Background: an optimization exercise with open tools, aiming at small area. Do not read the settings as production practice. Function was checked by simulation only, so behaviour that the tests miss may differ from the original. The clock port is modelled as an ideal driver; clocking choices that lean on that would not hold on a real chip.

Design all_modules, start of the top module:
module all_modules
  (
  input TMBsig,
  input DTMBsig,
  input LAYERsig,
  input DTWHOLEsig,
  input RESET_INsig,
  input SIGM_INsig,
  input ID_INsig,
  input [1:0] XBAR_ADDRsig,
  input [5:0] AXsig,
  input [5:0] AYsig,
  input CEBsig,
  input RSTBsig,
  input WEBsig,
  input CMEBsig,
  input DINsig,
  input [63:0] CM_WLsig,
  input CD_TRANSsig,
  input [1:0] KERNEL_MODEsig,
  input [1:0] inputsig_control,
  input [11:0] inputsig_address,
  input [7:0] inputsig_id,
  input [63:0] inputsig_data_c,
  input [1:0] inputsig_xbar_address,
  input inputsig_data_w,
  input inputsig_flag,
  input [3:0] inputsig_sigmoid_threshold,
  input [1:0] inputsig_kernel_mode, 
  input inputsig_CD_trans,
  input CLK,
  input RESET,
  input [11:0] xb0_DO_CM, xb1_DO_CM, xb2_DO_CM, xb3_DO_CM,
  input xb0_DO_R, xb1_DO_R, xb2_DO_R, xb3_DO_R,
  output xb0_DIN, xb1_DIN, xb2_DIN, xb3_DIN,
  output [5:0] xb0_AX, xb1_AX, xb2_AX, xb3_AX,
  output [5:0] xb0_AY, xb1_AY, xb2_AY, xb3_AY,
  output xb0_WEB, xb1_WEB, xb2_WEB, xb3_WEB,
  output xb0_CMEB, xb1_CMEB, xb2_CMEB, xb3_CMEB,
  output [63:0] xb0_WL_CM, xb1_WL_CM, xb2_WL_CM, xb3_WL_CM,
  output xb0_CEB, xb1_CEB, xb2_CEB, xb3_CEB,
  output xb0_RSTB, xb1_RSTB, xb2_RSTB, xb3_RSTB,
  output reg [11:0] DO_CMpo,
  output reg DO_Rpo,
  output [7:0] output_id_2,
  output [63:0] output_data_c_2,
  output [1:0] output_control_2,
  output [11:0] output_address_2,
  output [1:0] output_xbar_address_2,
  output output_data_w_2,
  output output_data_r_2,
  output output_flag_2, 
  output [3:0] output_sigmoid_threshold_2
);
export LEC_CHECK = 0
export CAP_MARGIN = 20
export CORE_MARGIN = 2
export CORE_UTILIZATION = 65
export PLACE_DENSITY = 0.75
export SLEW_MARGIN = 20
create_clock -name core_clock -period 10.0 [get_ports {CLK}]
standard.sh (not shown) runs the stock make flow with config.mk's settings and CLKGATE_MAP_FILE= SYNTH_SCRIPT=/design/flow/synth_recipe.tcl, a recipe that flattens the netlist after the stock synthesis.
==> flow/flow/run.sh <==
#!/bin/bash
# Layout flow: the standard flow (standard.sh), with two changes:
#  - the clock inverter that synthesis puts in front of the (falling-edge) registers is not
#    cloned next to every register; CTS buffers the inverted clock net instead
#  - ports are buffered with sky130_fd_sc_hd__buf_1
set -euo pipefail
HERE=$(pwd)
export PRE_CTS_TCL="$HERE/flow/pre_cts.tcl"
export BUFFER_PORTS_ARGS="${BUFFER_PORTS_ARGS_OVERRIDE:--buffer_cell sky130_fd_sc_hd__buf_1}"
export CTS_ARGS="-sink_clustering_enable -repair_clock_nets -sink_clustering_size 18 -sink_clustering_max_diameter 50 -buf_list sky130_fd_sc_hd__clkbuf_8 -dont_use_dummy_load"
bash standard.sh > "$HERE/standard_flow.log" 2>&1
==> flow/flow/pre_cts.tcl <==
# Keep the single clock inverter: CTS then builds the tree on the inverted clock net.
proc repair_clock_inverters {args} {
  puts "repair_clock_inverters: skipped by the version's flow"
}
The baseline finished clean.
Rerun with:
--- a/flow/design.v
+++ b/flow/design.v
@@ -57,18 +57,19 @@
   wire crst = RESET & ~DTMBsig;         
   wire rst  = RESET_INsig | crst;
   reg [6:0] cc;
   always @(negedge CLK)
     if (rst) cc <= 7'd0;
     else     cc <= {cc[5:0], cc[6] ^ cc[5] ^ (cc[5:0] == 6'd0)};
   wire cc0 = (cc == 7'd0);
   wire cc3 = (cc == 7'd4);
   wire cc126 = (cc == 7'd96);
+  wire cc127 = (cc == 7'd64);
   reg [1:0] ic;
   always @(negedge CLK)
     if (rst) ic <= 2'd0;
     else     ic <= {ic[0], ~(ic[1] | ic[0])};
   wire ic0 = ~(ic[1] | ic[0]);
   wire ic1 = ic[0];
   wire ic2 = ic[1];
   reg [6:0] kc;
   reg kif, kff;
@@ -210,23 +211,30 @@
       f1_Am <= f1_brow; f1_zmp <= 1'b0; f1_zmn <= 1'b0;
     end else if (!IN1 || i1_ctl == READ || i1_ctl == WRITE) begin
       {f1_Ah[7:2], f1_Am, f1_Ah[1:0]} <= i1_addr;
       f1_zhp <= 1'b0; f1_zhn <= 1'b0; f1_zmp <= 1'b0; f1_zmn <= 1'b0;
     end else if (i1_ctl == COMPUTE) begin
       f1_zmp <= 1'b1; f1_zmn <= 1'b1;
     end
   wire [11:0] f1_paddr = {f1_Ah[7:2] & {6{~f1_zhp}}, f1_Am & {4{~f1_zmp}}, f1_Ah[1:0] & {2{~f1_zhp}}};
   wire [11:0] f1_naddr = {f1_Ah[7:2] & {6{~f1_zhn}}, f1_Am & {4{~f1_zmn}}, f1_Ah[1:0] & {2{~f1_zhn}}};
-  reg [11:0] f1_nad; reg f1_ndw; reg [1:0] f1_nxb; reg [3:0] f1_nsig; reg f1_ncd; reg [1:0] f1_nkm;
+  reg [1:0] f1_nxb; reg [3:0] f1_nsig; reg f1_ncd; reg [1:0] f1_nkm;
   always @(negedge CLK)
     if (rst | IN1)
-      {f1_nad, f1_ndw, f1_nxb, f1_nsig, f1_ncd, f1_nkm} <=
-        {i1_addr, i1_w, i1_xb, i1_sig, i1_cd, i1_km} & {22{~rst}};
+      {f1_nxb, f1_nsig, f1_ncd, f1_nkm} <= {i1_xb, i1_sig, i1_cd, i1_km} & {9{~rst}};
+  reg [11:0] x1_ad; reg x1_w; reg x1_late;
+  wire cc_late = cc126 | cc127;
+  always @(negedge CLK)
+    if (rst | cc0) x1_late <= 1'b0;
+    else if (cc_late & IN1) x1_late <= 1'b1;
+  always @(negedge CLK)
+    if (rst | (IN1 & ~cc_late) | (cc0 & x1_late))
+      {x1_ad, x1_w} <= {i1_addr, i1_w} & {13{~rst}};
   function sigm;
     input [2:0] p, n;
     input [3:0] t;
     reg [3:0] s;
     begin
       s = {1'b0, p} - {1'b0, n};
       case ({s[3], t[3]})
         2'b00: sigm = (s[2:0] >= t[2:0]);
         2'b01: sigm = 1'b1;
@@ -330,28 +338,28 @@
       if (a1_fctl == READ && !a1_fxb[1]) a1_or <= a1_sr;
     end
   generate for (e = 0; e < 16; e = e + 1) begin : a1_og
     wire en = rst | (a1_wr & (a1_fcd ? (a1_fkm != 2'b11) : (a1_frow == e)));
     always @(negedge CLK)
       if (en) a1_O[4*e+3:4*e] <= a1_pool[4*e+3:4*e] | (a1_res & {4{a1_oc2}});
   end endgenerate
   always @(negedge CLK) a1_Pr <= a1_Fn;
   assign a1_Pn = a1_Pr;
-  reg [11:0] s_addr; reg s_w; reg [3:0] s_sig;
+  reg [3:0] s_sig;
   always @(negedge CLK)
-    if (rst | cc126) {s_addr, s_w, s_sig} <= {f1_nad, f1_ndw, f1_nsig} & {17{~rst}};
+    if (rst | cc126) s_sig <= f1_nsig & {4{~rst}};
   reg [1:0]  i2_ctl;  reg [11:0] i2_addr; reg i2_w; reg i2_r;
   reg [1:0]  i2_xb;   reg [3:0]  i2_sig;  reg i2_flag; reg [7:0] i2_id;
   wire i2_tst = DTMBsig & ~DTWHOLEsig & LAYERsig & ~rst;
   wire i2_lay = ~(DTMBsig & ~DTWHOLEsig & LAYERsig) & ~rst;
   wire [29:0] i2_tstv = {WEBsig, CMEBsig, AXsig, AYsig, DINsig, XBAR_ADDRsig, {4{SIGM_INsig}}, 1'b1,
                          7'b0, ID_INsig};
-  wire [29:0] i2_layv = {a1_octl, s_addr, s_w, a1_oxb, s_sig, a1_oflag, a1_oid};
+  wire [29:0] i2_layv = {a1_octl, x1_ad, x1_w, a1_oxb, s_sig, a1_oflag, a1_oid};
   always @(negedge CLK)
     if (rst | cc0)
       {i2_ctl, i2_addr, i2_w, i2_xb, i2_sig, i2_flag, i2_id} <=
         (i2_tstv & {30{i2_tst}}) | (i2_layv & {30{i2_lay}});
   always @(negedge CLK)
     if (rst | (cc0 & ~(DTMBsig & ~DTWHOLEsig & LAYERsig))) i2_r <= a1_or & ~rst;
   reg [63:0] i2_datn;
   always @(negedge CLK)
     if (rst | cc0)
Result: The changed run produced a clean layout. Routed wire length climbs slightly. Final area drops slightly. Worst hold slack gains 5.7 ps. First-iteration DRC count climbs by a few percent. Clock-buffer cell count climbs by 5. Clock skew climbs by 7.7 ps.
